From an optimization exercise on the open Yosys and OpenROAD flow, aimed at small area; shortcuts taken in it are not production practice.
Function was checked by simulation only, so behaviour that the tests miss may differ from the original.
Power figures rest on the tool's default switching activity, not on a simulated workload.

## processor
module processor( input         clk, reset,
                  output [31:0] PC,
                  input  [31:0] instruction,
                  output        WE,
                  output [31:0] address_to_mem,
                  output [31:0] data_to_mem,
                  input  [31:0] data_from_mem
                );
For scale: roughly 3,900 cells after synthesis, about 46,000 um2 of cells after synthesis.
==> module processor, before the edit <==
module processor( input         clk, reset,
                  output [31:0] PC,
                  input  [31:0] instruction,
                  output        WE,
                  output [31:0] address_to_mem,
                  output [31:0] data_to_mem,
                  input  [31:0] data_from_mem
                );
	wire [5:0]  op = instruction[31:26];
	wire [4:0]  rs = instruction[25:21];
	wire [4:0]  rt = instruction[20:16];
	wire [4:0]  rd = instruction[15:11];
	wire [5:0]  fn = instruction[5:0];
	wire grp0    = ~op[5] & ~op[4] & ~op[3];           
	wire is_jump = grp0 & op[0];                       
	wire is_jr   = is_jump & op[2];
	wire is_jal  = is_jump & ~op[2];
	wire is_beq  = grp0 & ~op[0] & op[2];
	wire is_lw   = op[5] & ~op[3];
	wire reg_we  = ~((op[5] & op[3]) | (~op[5] & ~op[4] & op[2]));
	wire wa_31   = ~op[5] & ~op[4] & op[0];
	wire use_rd  = op[4] | (~op[5] & ~op[3]);
	wire alu_imm = op[5] | (op[3] & ~op[4]);
	wire subm    = grp0 & ~op[2] & fn[1];              
	wire bytem   = op[4];
	wire r_alu   = ~op[4] & ~op[3];
	wire sel_sum = ~op[5] & (~r_alu | (fn[5] & ~fn[2] & ~fn[3]));
	wire sel_slt = r_alu & fn[5] & ~fn[2] & fn[3];
	wire sel_g   = r_alu & fn[5] & fn[2];              
	wire sel_p   = r_alu & fn[5] & fn[2] & fn[0];      
	wire sel_sh  = r_alu & ~fn[5];
	wire sel_shr = sel_sh & fn[1];
	wire sel_shl = sel_sh & ~fn[1];
	wire [31:0] rv1, rv2, wd;
	wire [4:0]  wa = wa_31 ? 5'd31 : (use_rd ? rd : rt);
	wire [31:1] wen, wenb, sel1, sel2;
	wire [31:0] rf_q [1:31];
	wdecoder wdec(.a(wa), .en(reg_we), .y(wen), .yb(wenb));
	rdecoder rdec1(.a(rs), .y(sel1));
	rdecoder rdec2(.a(rt), .y(sel2));
	genvar k, b;
	generate
		for (k = 1; k < 32; k = k + 1) begin : regs
			reg  [31:0] q;
			wire [31:0] d;
			for (b = 0; b < 32; b = b + 1) begin : bits
				hold h(.en(wen[k]), .enb(wenb[k]), .d(wd[b]), .q(q[b]), .y(d[b]));
			end
			always @(posedge clk) q <= d;
			assign rf_q[k] = q;
		end
		for (b = 0; b < 32; b = b + 1) begin : rd_bits
			wire [31:1] col;
			for (k = 1; k < 32; k = k + 1) begin : c
				assign col[k] = rf_q[k][b];
			end
			rd_bit p1(.sel(sel1), .q(col), .y(rv1[b]));
			rd_bit p2(.sel(sel2), .q(col), .y(rv2[b]));
		end
	endgenerate
	wire [31:0] simm = {{16{instruction[15]}}, instruction[15:0]};
	wire [31:0] bop  = alu_imm ? simm : (rv2 ^ {32{subm}});
	wire [31:0] sum, p, g;
	wire [3:0]  cby;
	adder u_add(.a(rv1), .b(bop), .cin(subm), .bytem(bytem), .sum(sum), .p(p), .g(g), .cby(cby));
	wire [3:0] sat = cby & {4{bytem & instruction[8]}};
	wire eq = ~|p;                                     
	wire [31:0] shr;
	wire fill = fn[0] & rv2[31];
	wire big  = |rv1[31:5];
	shifter u_sh(.a(rv1[4:0]), .b(rv2), .left(~fn[1]), .fill(fill), .y(shr));
	reg  [31:0] pc;
	wire [31:0] pc4, pc_next;
	pc_logic u_pc(.pc(pc), .instruction(instruction), .rv1(rv1),
	              .is_jr(is_jr), .is_jal(is_jal), .take(is_beq & eq),
	              .pc4(pc4), .pc_next(pc_next));
	always @(posedge clk or posedge reset)
		if (reset) pc <= 32'd0;
		else       pc <= pc_next;
	wire alu_on = ~is_lw & ~wa_31;
	wire bigfill = alu_on & sel_sh & big & fill;
	wire sw_mem = is_lw;
	wire sw_pc4 = wa_31;
	generate
		for (b = 0; b < 32; b = b + 1) begin : wb
			res_bit r(.s_sum(alu_on & sel_sum), .sum(sum[b]),
			          .s_g(alu_on & sel_g), .g(g[b]), .s_p(alu_on & sel_p), .p(p[b]),
			          .s_shr(alu_on & sel_shr & ~big), .shr(shr[b]),
			          .s_shl(alu_on & sel_shl & ~big), .shl(shr[31-b]),
			          .s_mem(sw_mem), .mem(data_from_mem[b]),
			          .s_pc4(sw_pc4), .pc4(pc4[b]),
			          .x(sat[b/8] | bigfill | (b == 0 ? (alu_on & sel_slt & ~cby[3]) : 1'b0)),
			          .y(wd[b]));
		end
	endgenerate
	assign PC             = pc;
	assign WE             = op[5] & op[3];
	assign address_to_mem = sum;
	assign data_to_mem    = rv2;
endmodule
==> module rdecoder, before the edit <==
module rdecoder(input [4:0] a, output [31:1] y);
	wire [3:0] lo = {a[1] & a[0], a[1] & ~a[0], ~a[1] & a[0], ~a[1] & ~a[0]};
	wire [7:0] hi;
	genvar k;
	generate
		for (k = 0; k < 8; k = k + 1) begin : h
			assign hi[k] = (a[4:2] == k);
		end
		for (k = 1; k < 32; k = k + 1) begin : d
			and2 g(.a(hi[k/4]), .b(lo[k%4]), .y(y[k]));
		end
	endgenerate
endmodule
==> module and2, before the edit <==
module and2(input a, b, output y);
	assign y = a & b;
endmodule
clock: 12.5 ns
lec_check: 0
cap_margin: 20
core_margin: 2
core_utilization: 55
place_density: 0.8
setup_slack_margin: 0.1
slew_margin: 20
synth_hierarchical: 1
standard.sh (not shown) runs the stock make flow with config.mk's settings and CLKGATE_MAP_FILE= SYNTH_SCRIPT=/design/flow/synth_recipe.tcl, a recipe that flattens the netlist after the stock synthesis.
==> flow/flow/run.sh <==
#!/bin/bash
# Layout flow: the standard ORFS flow (standard.sh) with two changes:
#  - the port buffers that global placement inserts use the smallest buffer cell;
#  - clock tree synthesis clusters flip-flops in small groups driven by clkbuf_4 and
#    adds no dummy load cells at the tree's leaves.
# ORFS keeps each step's full log under orfs/logs/; make's own output goes to make.log.
set -euo pipefail
cd "$(dirname "$0")/.."
export BUFFER_PORTS_ARGS="-buffer_cell sky130_fd_sc_hd__buf_1"
export CTS_ARGS="-sink_clustering_enable -repair_clock_nets -sink_clustering_size 8 -sink_clustering_max_diameter 35 -buf_list sky130_fd_sc_hd__clkbuf_4 -dont_use_dummy_load"
bash standard.sh > make.log 2>&1
Edit:
--- a/flow/design.v
+++ b/flow/design.v
@@ -75,14 +75,14 @@
 	              .is_jr(is_jr), .is_jal(is_jal), .take(is_beq & eq),
 	              .pc4(pc4), .pc_next(pc_next));
 	always @(posedge clk or posedge reset)
 		if (reset) pc <= 32'd0;
 		else       pc <= pc_next;
-	wire alu_on = ~is_lw & ~wa_31;
 	wire bigfill = alu_on & sel_sh & big & fill;
 	wire sw_mem = is_lw;
 	wire sw_pc4 = wa_31;
+	wire alu_on = ~is_lw & ~wa_31;
 	generate
 		for (b = 0; b < 32; b = b + 1) begin : wb
 			res_bit r(.s_sum(alu_on & sel_sum), .sum(sum[b]),
 			          .s_g(alu_on & sel_g), .g(g[b]), .s_p(alu_on & sel_p), .p(p[b]),
 			          .s_shr(alu_on & sel_shr & ~big), .shr(shr[b]),
@@ -130,16 +130,13 @@
 	generate
 		for (k = 0; k < 8; k = k + 1) begin : h
 			assign hi[k] = (a[4:2] == k);
 		end
 		for (k = 1; k < 32; k = k + 1) begin : d
-			and2 g(.a(hi[k/4]), .b(lo[k%4]), .y(y[k]));
-		end
-	endgenerate
-endmodule
-module and2(input a, b, output y);
-	assign y = a & b;
+			assign y[k] = hi[k/4] & lo[k%4];
+		end
+	endgenerate
 endmodule
 module hold(input en, enb, d, q, output y);
 	assign y = (en & d) | (enb & q);
 endmodule
 module aoi222(input a1, b1, a2, b2, a3, b3, output y);
The new run finished with timing, DRC and antenna clean.
Global-route usage is higher by 0.23 points.
Worst setup slack improved by 200 ps.
Sequential share of layout area fell by 0.18 points.
Flip-flop and latch count stays the same.
Die area hardly moves.
Area after synthesis barely changes.
Clock skew came out higher by 35 ps.
Combinational power climbs by about 1%.
Core utilization is higher by 0.27 points.


run M:
Starting RTL as in the previous note.
==> flow/config.mk <==
export PLATFORM = sky130hd
export DESIGN_NAME = processor
export DESIGN_NICKNAME = processor
export VERILOG_FILES = /design/flow/design.v
export SDC_FILE = /design/flow/constraint.sdc
export NUM_CORES = 4
export LEC_CHECK = 0
export CAP_MARGIN = 20
export CORE_MARGIN = 2
export CORE_UTILIZATION = 55
export PLACE_DENSITY = 0.7
export SETUP_SLACK_MARGIN = 0.1
export SLEW_MARGIN = 20
export SYNTH_HIERARCHICAL = 1
==> flow/constraint.sdc <==
create_clock -name core_clock -period 12.5 [get_ports {clk}]
set_input_delay 2.5000 -clock core_clock [delete_from_list [all_inputs] [get_ports {clk}]]
set_output_delay 2.5000 -clock core_clock [all_outputs]
set_load 0.01 [all_outputs]
Scripts as last shown in full above: flow/flow/run.sh
Run M: done, clean on timing, DRC and antenna
The inputs of run G differ from those of run M as listed below.
--- a/flow/design.v
+++ b/flow/design.v
@@ -77,10 +77,10 @@
 	always @(posedge clk or posedge reset)
 		if (reset) pc <= 32'd0;
 		else       pc <= pc_next;
-	wire alu_on = ~is_lw & ~wa_31;
 	wire bigfill = alu_on & sel_sh & big & fill;
 	wire sw_mem = is_lw;
 	wire sw_pc4 = wa_31;
+	wire alu_on = ~is_lw & ~wa_31;
 	generate
 		for (b = 0; b < 32; b = b + 1) begin : wb
 			res_bit r(.s_sum(alu_on & sel_sum), .sum(sum[b]),
@@ -132,12 +132,9 @@
 			assign hi[k] = (a[4:2] == k);
 		end
 		for (k = 1; k < 32; k = k + 1) begin : d
-			and2 g(.a(hi[k/4]), .b(lo[k%4]), .y(y[k]));
-		end
-	endgenerate
-endmodule
-module and2(input a, b, output y);
-	assign y = a & b;
+			assign y[k] = hi[k/4] & lo[k%4];
+		end
+	endgenerate
 endmodule
 module hold(input en, enb, d, q, output y);
 	assign y = (en & d) | (enb & q);
Results
Run G finished all stages; the layout is clean.
Worst path buffer plus inverter count for run G: 1 down relative to run M
There was hardly any difference in clock power between run M and run G.
In the flow results for run G and run M, the register-to-register slack is larger on run G.
Re logic depth of the worst register-to-register path: no difference whatsoever between run G and run M.
Sum of met3 wire segment lengths after detailed routing: run G and run M compared, lower one is run M
Cmp run G vs run M: worst-case headroom to the max-slew limit higher in run G
Against run M, run G comes in 0.4 points higher on combinational group share of total power.
Side by side, total net switching power turned out higher in run G than in run M.
Clock buffer count in the final layout was lower in the run labelled run G.
Maximum frequency: run G > run M
Any difference in die area between run G and run M is small enough to ignore.
Run G vs. run M: area of the mapped netlist about even; pre-CTS setup slack picked up an extra 0.14 ns.
Endpoint of the worst setup timing path: address_to_mem[29] -> run M, address_to_mem[31] -> run G

[port drivers added, routing unchanged]
The flow's constraints put no driver on any port. The routed layouts listed below were extracted and timed again, unchanged, in two steps.
Step 1 assumes that a clkbuf_16 drives the clock port and a buf_2 every other input.
Step 2 adds t to the input delays and takes it off the output delays; t is the mean of the earliest and latest rising clock arrival at the registers after step 1. Input paths then give back, and output paths get back, about the clock's delay inside the block.
Three values: ideal, step 1, step 2; two values: the first two.
run	shift t [ns]	setup slack, ns	slew at the worst register clock pin (ns)	worst data-port slew with drivers (ns)
the first run of note 1	1.165	0.294 / 0.265 / 0.265	0.10 / 0.10	0.06
the second run of note 1	1.193	0.498 / 0.465 / 0.465	0.10 / 0.10	0.06
run M	1.167	0.196 / 0.137 / 0.137	0.11 / 0.11	0.11
run G	1.179	0.470 / 0.440 / 0.440	0.10 / 0.10	0.08
After both steps setup and hold are still met in every run listed. For run M, which loses most, drivers alone change the setup slack by -0.059 ns; drivers and shift together by -0.059 ns.
